This design comes from an exercise in tuning for small area on the open sky130 flow, not from production work. In this exercise RTL edits were held to simulation tests only and were not proved equivalent to the original. Power is estimated from default activity; no workload was simulated.

==> flow/design.v <==
 `timescale 1ns / 1ps
module calc_logic(
   input clk,
   input rst,
   input [4:0] keycode,
   input newkey,
   output [15:0] Xdisplay,
   output LED_NEG_digit,
   output LED_OVW
   );
   localparam[4:0] KEY_CE = 5'b01100,
                   KEY_CA = 5'b00100,
                   KEY_MULTI = 5'b01001,
                   KEY_SUB = 5'b01010,
                   KEY_ADD = 5'b01011,
                   KEY_SQR = 5'b00001,
                   KEY_CH_SIGN = 5'b00010,
                   KEY_EQUALS = 5'b00011;
   reg signed [17:0] X, nextX, Y, nextY, ANS;
   reg [1:0] OP, nextOP;
   wire ADD = (OP == KEY_ADD [1:0]);
   wire SUB = (OP == KEY_SUB [1:0]);
   wire MULTI = (OP == KEY_MULTI [1:0]);        
   wire OP_T2 = (newkey && (keycode[4:2] == 3'b010) );
   wire CA = (newkey && (keycode == KEY_CA) );             
   wire CE = (newkey && (keycode == KEY_CE) );
   wire digit = (newkey && (keycode[4] == 1'b1) );
   wire EQUALS = (newkey && (keycode == KEY_EQUALS) );
   wire SQR = (newkey && (keycode == KEY_SQR) );
   wire CH_SIGN = (newkey && (keycode == KEY_CH_SIGN) );
   wire [6:0] CONTROL = {CE, CA, OP_T2, digit, EQUALS, SQR, CH_SIGN};  
   wire signed [17:0] ANS_ADD, ANS_MULTI, ANS_SUB, ANS_SQR, ANS_CH_SIGN;
   assign ANS_ADD = X+Y;
   assign ANS_SUB = Y-X;
   assign ANS_MULTI = X*Y;
   assign ANS_SQR = X*X;
   assign ANS_CH_SIGN = X*-1;  
   assign LED_OVW = X[16]; 
   assign Xdisplay = X[15:0];
   assign LED_NEG_digit = X[17];  
   always @ (ADD, MULTI, SUB, ANS_ADD, ANS_MULTI, ANS_SUB, X)
       case({ADD, SUB, MULTI})
           3'b100: ANS = ANS_ADD;
           3'b010: ANS = ANS_SUB;
           3'b001: ANS = ANS_MULTI;
           default: ANS = X;
       endcase   
   always @ (CONTROL, X, keycode, ANS, ANS_SQR, ANS_CH_SIGN)
       casez(CONTROL)
           7'b1000000: nextX = 18'b0;
           7'b?1?????: nextX = 18'b0;
           7'b0010000: nextX = 18'b0;
           7'b0001000: nextX = {X[12:0], keycode[3:0]};  
           7'b0000100: nextX = ANS;
           7'b0000010: nextX = ANS_SQR;
           7'b0000001: nextX = ANS_CH_SIGN;
           default: nextX = X;
       endcase
   always @ (posedge clk or posedge rst)
   begin
       if(rst) X <= 18'b0;
       else X <= nextX;
   end
   always @ (OP_T2, CA, Y, X)
       case({OP_T2, CA})
           2'b00: nextY = Y;
           2'b10: nextY = X;
           default: nextY = 18'b0;
       endcase
   always @ (posedge clk or posedge rst)
     begin
         if(rst) Y <= 18'b0;
         else Y <= nextY;
     end
   always @ (OP_T2, CA, keycode, OP)
       case({OP_T2, CA})
           2'b00: nextOP = OP;
           2'b10: nextOP = keycode[1:0];
           default: nextOP = 2'b0;
       endcase
   always @ (posedge clk or posedge rst)
     begin
         if(rst) OP <= 2'b0;
         else OP <= nextOP;
     end
   endmodule
==> flow/run.sh <==
#!/bin/bash
# synth_recipe.tcl (not shown) runs the flow's synth.tcl, then flattens the netlist and writes it again
# the make line also repeats each setting of config.mk as NAME=value (left out here)
make -C /OpenROAD-flow-scripts/flow DESIGN_CONFIG=/design/flow/config.mk WORK_HOME=/design/flow/orfs CLKGATE_MAP_FILE= SYNTH_SCRIPT=/design/flow/synth_recipe.tcl finish
==> flow/config.mk <==
export PLATFORM = sky130hd
export DESIGN_NAME = calc_logic
export DESIGN_NICKNAME = calc_logic
export VERILOG_FILES = /design/flow/design.v
export SDC_FILE = /design/flow/constraint.sdc
export NUM_CORES = 4
export LEC_CHECK = 0
export CAP_MARGIN = 20
export CORE_MARGIN = 2
export CORE_UTILIZATION = 40
export SLEW_MARGIN = 20
==> flow/constraint.sdc <==
create_clock -name core_clock -period 8.0 [get_ports {clk}]
set_input_delay 1.6000 -clock core_clock [delete_from_list [all_inputs] [get_ports {clk}]]
set_output_delay 1.6000 -clock core_clock [all_outputs]
set_load 0.01 [all_outputs]
==> run summary <==
-- cells in the mapped netlist (all sizes together) (3+ instances only) --
library cell	instances
inv	294
fa	200
ha	158
and2	143
nand2	131
xnor2	79
clkbuf	64
nor2	63
dfrtp	38
o21ai	34
a21oi	31
xor2	26
a22o	25
nor3	20
o21a	15
a211oi	13
a21o	11
nor2b	9
a222oi	8
buf	8
or3	8
nand3	7
mux2i	6
nand2b	5
o21bai	5
o22ai	5
a221o	4
nor4	4
nor4b	4
o211ai	4
or2	4
a221oi	3
a31oi	3
and3	3
o311ai	3
o31ai	3
-- layout make-up --
class,instances,area share (%)
clock inverter,3,0.5069
tap,402,3.705
timing repair buffer,48,3.115
multi-input combinational,1062,76.62
sequential,38,7.005
clock buffer,5,0.9217
inverter,294,8.129
-- worst max path at each step --
| stage | end | slack (ps) | depth (start not counted) | startpoint |
|---|---|---|---|---|
| floorplan | X[17] | 1930 | 21 | X[9] |
| global placement | X[17] | 1660 | 20 | X[9] |
| detailed placement | X[17] | 1560 | 20 | X[9] |
| CTS | X[17] | 1520 | 20 | X[9] |
| global route | X[17] | 1270 | 20 | X[9] |
| finish | X[17] | 1490 | 20 | X[9] |
-- sequential cells by signal (all words and copies together) (netlist names) --
name,cells
X,18
Y,18
OP,2
-- per-stage QoR --
step,util (%),power (W),std cells,hold slack (ps),instance area (sq um)
global placement,42.52,0.0009848,1844,566.3,13380
CTS,43.13,0.001267,1852,590.7,13580
global route,43.13,0.001366,1852,611.9,13580
finish,43.13,0.001275,1852,588.2,13580
floorplan,-,0.0007795,1466,507.5,12730
detailed placement,42.52,0.0009884,1844,573.1,13380
-- cells in the final DEF, fill, tap and decap left out, types with 23 or more instances in the layout --
| master | synthesis | routed |
|---|---|---|
| and2_1 | 142 | 142 |
| buf_4 | 0 | 23 |
| xor2_1 | 26 | 26 |
| a21oi_1 | 31 | 31 |
| inv_1 | 294 | 294 |
| a22o_1 | 25 | 25 |
| o21ai_0 | 31 | 30 |
| fa_1 | 200 | 200 |
| dfrtp_1 | 38 | 38 |
| ha_1 | 158 | 158 |
| nand2_1 | 130 | 130 |
| nor2_1 | 62 | 62 |
| clkdlybuf4s50_1 | 0 | 25 |
| xnor2_1 | 79 | 79 |
-- routing by layer --
layer  vias to the layer above  GRT usage (%)
li1                       4552              -
met1                      4836          29.64
met2                       327          38.52
met3                        62          2.155
met4                         0          6.484
met5                         -              0
-- power by group through the flow --
stage / clock, W / combinational, W / sequential (W)
after floorplan: 0 / 0.000544 / 0.000236
after global placement: 0 / 0.000699 / 0.000286
after detailed placement: 0 / 0.000702 / 0.000286
after CTS: 0.000275 / 0.000710 / 0.000282
after global routing: 0.000281 / 0.000797 / 0.000288
final: 0.000273 / 0.000719 / 0.000283
-- logic make-up (layout without fill, tap and decap cells) --
group | Yosys count | in the layout | synth area share (%)
AOI/OAI and AO/OA | 184 | 184 | 10.24
xor gates and xnor gates | 107 | 107 | 7.577
adders and majority gates | 358 | 358 | 46.98
buffers and inverters | 366 | 350 | 10.87
DFF | 38 | 38 | 7.469
muxes | 6 | 6 | 0.4718
and+or+nand+nor | 407 | 407 | 16.39
==> out/summary.md <==
Of the cells placed in the final design, the portion with a size suffix greater than 1 is 3.034%. For the number of fillers in the final layout, the log shows 3094. The largest fanout on the critical path is 25, and the register share of total power is 22.2%. Once the clock tree was built, the setup fixing pass inserted 0 buffers. Sorting the synthesized cells by area gives the leading types as fa_1 31%, ha_1 16%, inv_1 8.7%. In this run the cell area of the synthesized design comes to 12730 sq um. On the worst path, the slowest cell contributes a delay of 1040 ps. Sink of the worst hold path: Y[17].

The synthesized netlist contains 63 unique library cells. The total internal power came out at 0.0006871 W. The library cell appearing most often on the critical path was fa_1.

In this run the tool buffered the top-level ports with 25 buffer cells. Path category of the worst min-delay check: reg -> reg. The top cell type by total area after synthesis is fa_1. The aggregate routed wire length is 34760 microns. The run finished with no timing, DRC or antenna violations.

Entering global routing, the biggest net connects 39 pins. The count of H-tree levels built during CTS was 2. For this run, design rule violations remaining after detail routing come to 0. The run gives 2 as the worst-case clock buffer depth. The number of cells produced by synthesis was 1466; the area growth from synthesis to layout was 6.634%. For the worst setup path, the data required time is 8180 ps.

The count of buffer and inverter cells on the critical path is 4, and the post-layout minimum cycle time is 6506 ps. Based on the critical path, the design can be clocked at up to 153.7 MHz. At the later pin of the worst-skew pair, clock insertion delay measures 300 ps. Yosys mapped a number of flops with a built-in enable equal to 0. The total nets after synthesis is 1832, and the share of flip-flops with an asynchronous set or reset is 100.0%. The detailed router put a total of 14880 microns of wire on met1.

The number of nets at the end of the flow was 1815; the measured slew at the worst slew-check pin was 1056 ps. The critical path's slowest cell is dfrtp_1. By startpoint and endpoint, the worst setup path is classified as reg -> reg. Die outline height: 182.4 microns.

The logs give 29.58% for the relative slew slack and 9777 for the via count of the routed design. Walking the worst path, the cells encountered are and2_1 -> fa_1 -> fa_1 -> ha_1 -> inv_1 -> fa_1 -> inv_1 -> fa_1 -> inv_1 -> fa_1 -> inv_1 -> ha_1 -> or3_1 -> o21bai_1 -> a311o_1 -> a21o_1 -> a21oi_1 -> xnor2_1 -> o22ai_1 -> a221o_1. The number of violations of the max-capacitance limit was 0; the highest ir drop seen on vdd was 82.07 uV. In the synthesized netlist the dominant register cell turns out to be dfrtp_1. The floorplan step defined a die boundary enclosing 33270 sq um.

In this run the power density over the cells is 93.93 nW/um^2. Before CTS, the worst setup slack after placement is 1564 ps. The routed via count divided by cell count is 5.279, and the number of placement rows is 65. Measured in cells, the most critical reg-to-reg path has a length of 20. The initial antenna violation count was 0; the synthesized area per cell was 8.684 sq um. The tools report the hold violation count in the final report as 0. The number of register bits inferred by synthesis is 38. The worst setup path is launched from a flop. Weighted congestion reported at the end of routability-driven placement: 0.8960. Broken down by cell family, the worst path's largest delay share belongs to adder cells. The first global-routing pass estimated 57960 microns of wire.

After the first detailed-routing iteration, the DRC count stood at 744. The proportion of netlist area held by the largest area contributor was 31.45%; the switching power share of the total was 46.12%. The first-pass detailed-route iteration total is 5. For the leakage power figure, the log shows 7.177 nW. The logs give 1 for the yosys synthesis warning count and 0 for the post-cts sizing count.

Clock-pin slew was measured on the worst setup and hold paths at 70 ps. The logs give 38 for the TritonCTS sink count and 6690 ps for the arrival time of the worst setup path. Per report_power, the clock group accounts for 21.4% of the total.

Startpoint of the lowest-slack register-to-register path: X[9]. The tools report the worst flop-to-flop path endpoint as X[17]. Adding up every negative setup slack in the final design gives 0 ps.

The worst reg-to-reg setup slack was 1490 ps; the via count of the first global-routing pass was 10640. The tools report the register area as 950.9 sq um. Summed over all nets, wire length on met2 after detailed routing comes to 16940 microns. The horizontal die dimension came out at 182.4 microns. The logs give 40.45% for the starting utilization of the core area and 1494 ps for the worst path setup slack after routing. The total of endpoints with negative setup slack in the final report is 0. 0 antenna diodes ended up in the layout. The combinational share of power is 56.4%, and the top-level port count is 26. The post-detailed-placement half-perimeter wirelength is 26510 microns, and the sum of met3 wire segment lengths after detailed routing is 1985 microns. The region available for standard cell placement spans 31470 sq um. TritonCTS built the clock tree. STA classifies the critical path endpoint as a flop. Buffers inserted to repair hold after CTS numbered 0. The number of clock buffers added by TritonCTS is 5. The cell count of the worst hold path works out to 1. The worst path uses 81.33% of the clock period. The count of nets left with antenna violations once routing finished came out at 0. The source of the worst hold timing path is Y[17].

The final number of max-transition violations came out at 0. The average wire per cell in the routed design is 18.77 microns. Buffer cell driving the clock tree root: clkbuf_16. The clock arrives with 9.285 ps of skew. The multi-input combinational cells in the finished layout cover a total of 10400 sq um. Global routing finished with a remaining overflow of 0. In this run the top signal layer used is met4.

Setup repair after global routing left no endpoint under its margin. Summed over all nets, the switching power comes to 0.0005881 W. Of the synthesized area, sequential elements account for 7.469%.

The overall global routing resource usage was 22.25%.

[port drivers added, routing unchanged]
Ports are ideal in the flow. The routed layout listed here was re-timed in OpenROAD. Step 1 (the two cells are an assumption about what drives the block):
set clk [get_ports {clk}]
set_driving_cell -lib_cell sky130_fd_sc_hd__clkbuf_16 $clk
set_driving_cell -lib_cell sky130_fd_sc_hd__buf_2 [delete_from_list [all_inputs] $clk]
Step 2 moves the port delays by t, midway between the first and last clock arrival at a register: inputs arrive t later, outputs are due t later. That takes back most of the time a late clock gives input paths. a / b / c = ideal ports / drivers / drivers and shift; a / b = the first two.
t (ns): 0.334
setup slack, ns: 1.494 / 1.494 / 1.494
worst setup path after step 2: register to register
slew at the worst register clock pin (ns): 0.07 / 0.07
After both steps setup and hold are still met in this run. For this run, drivers alone change the setup slack by 0.000 ns; drivers and shift together by 0.000 ns.
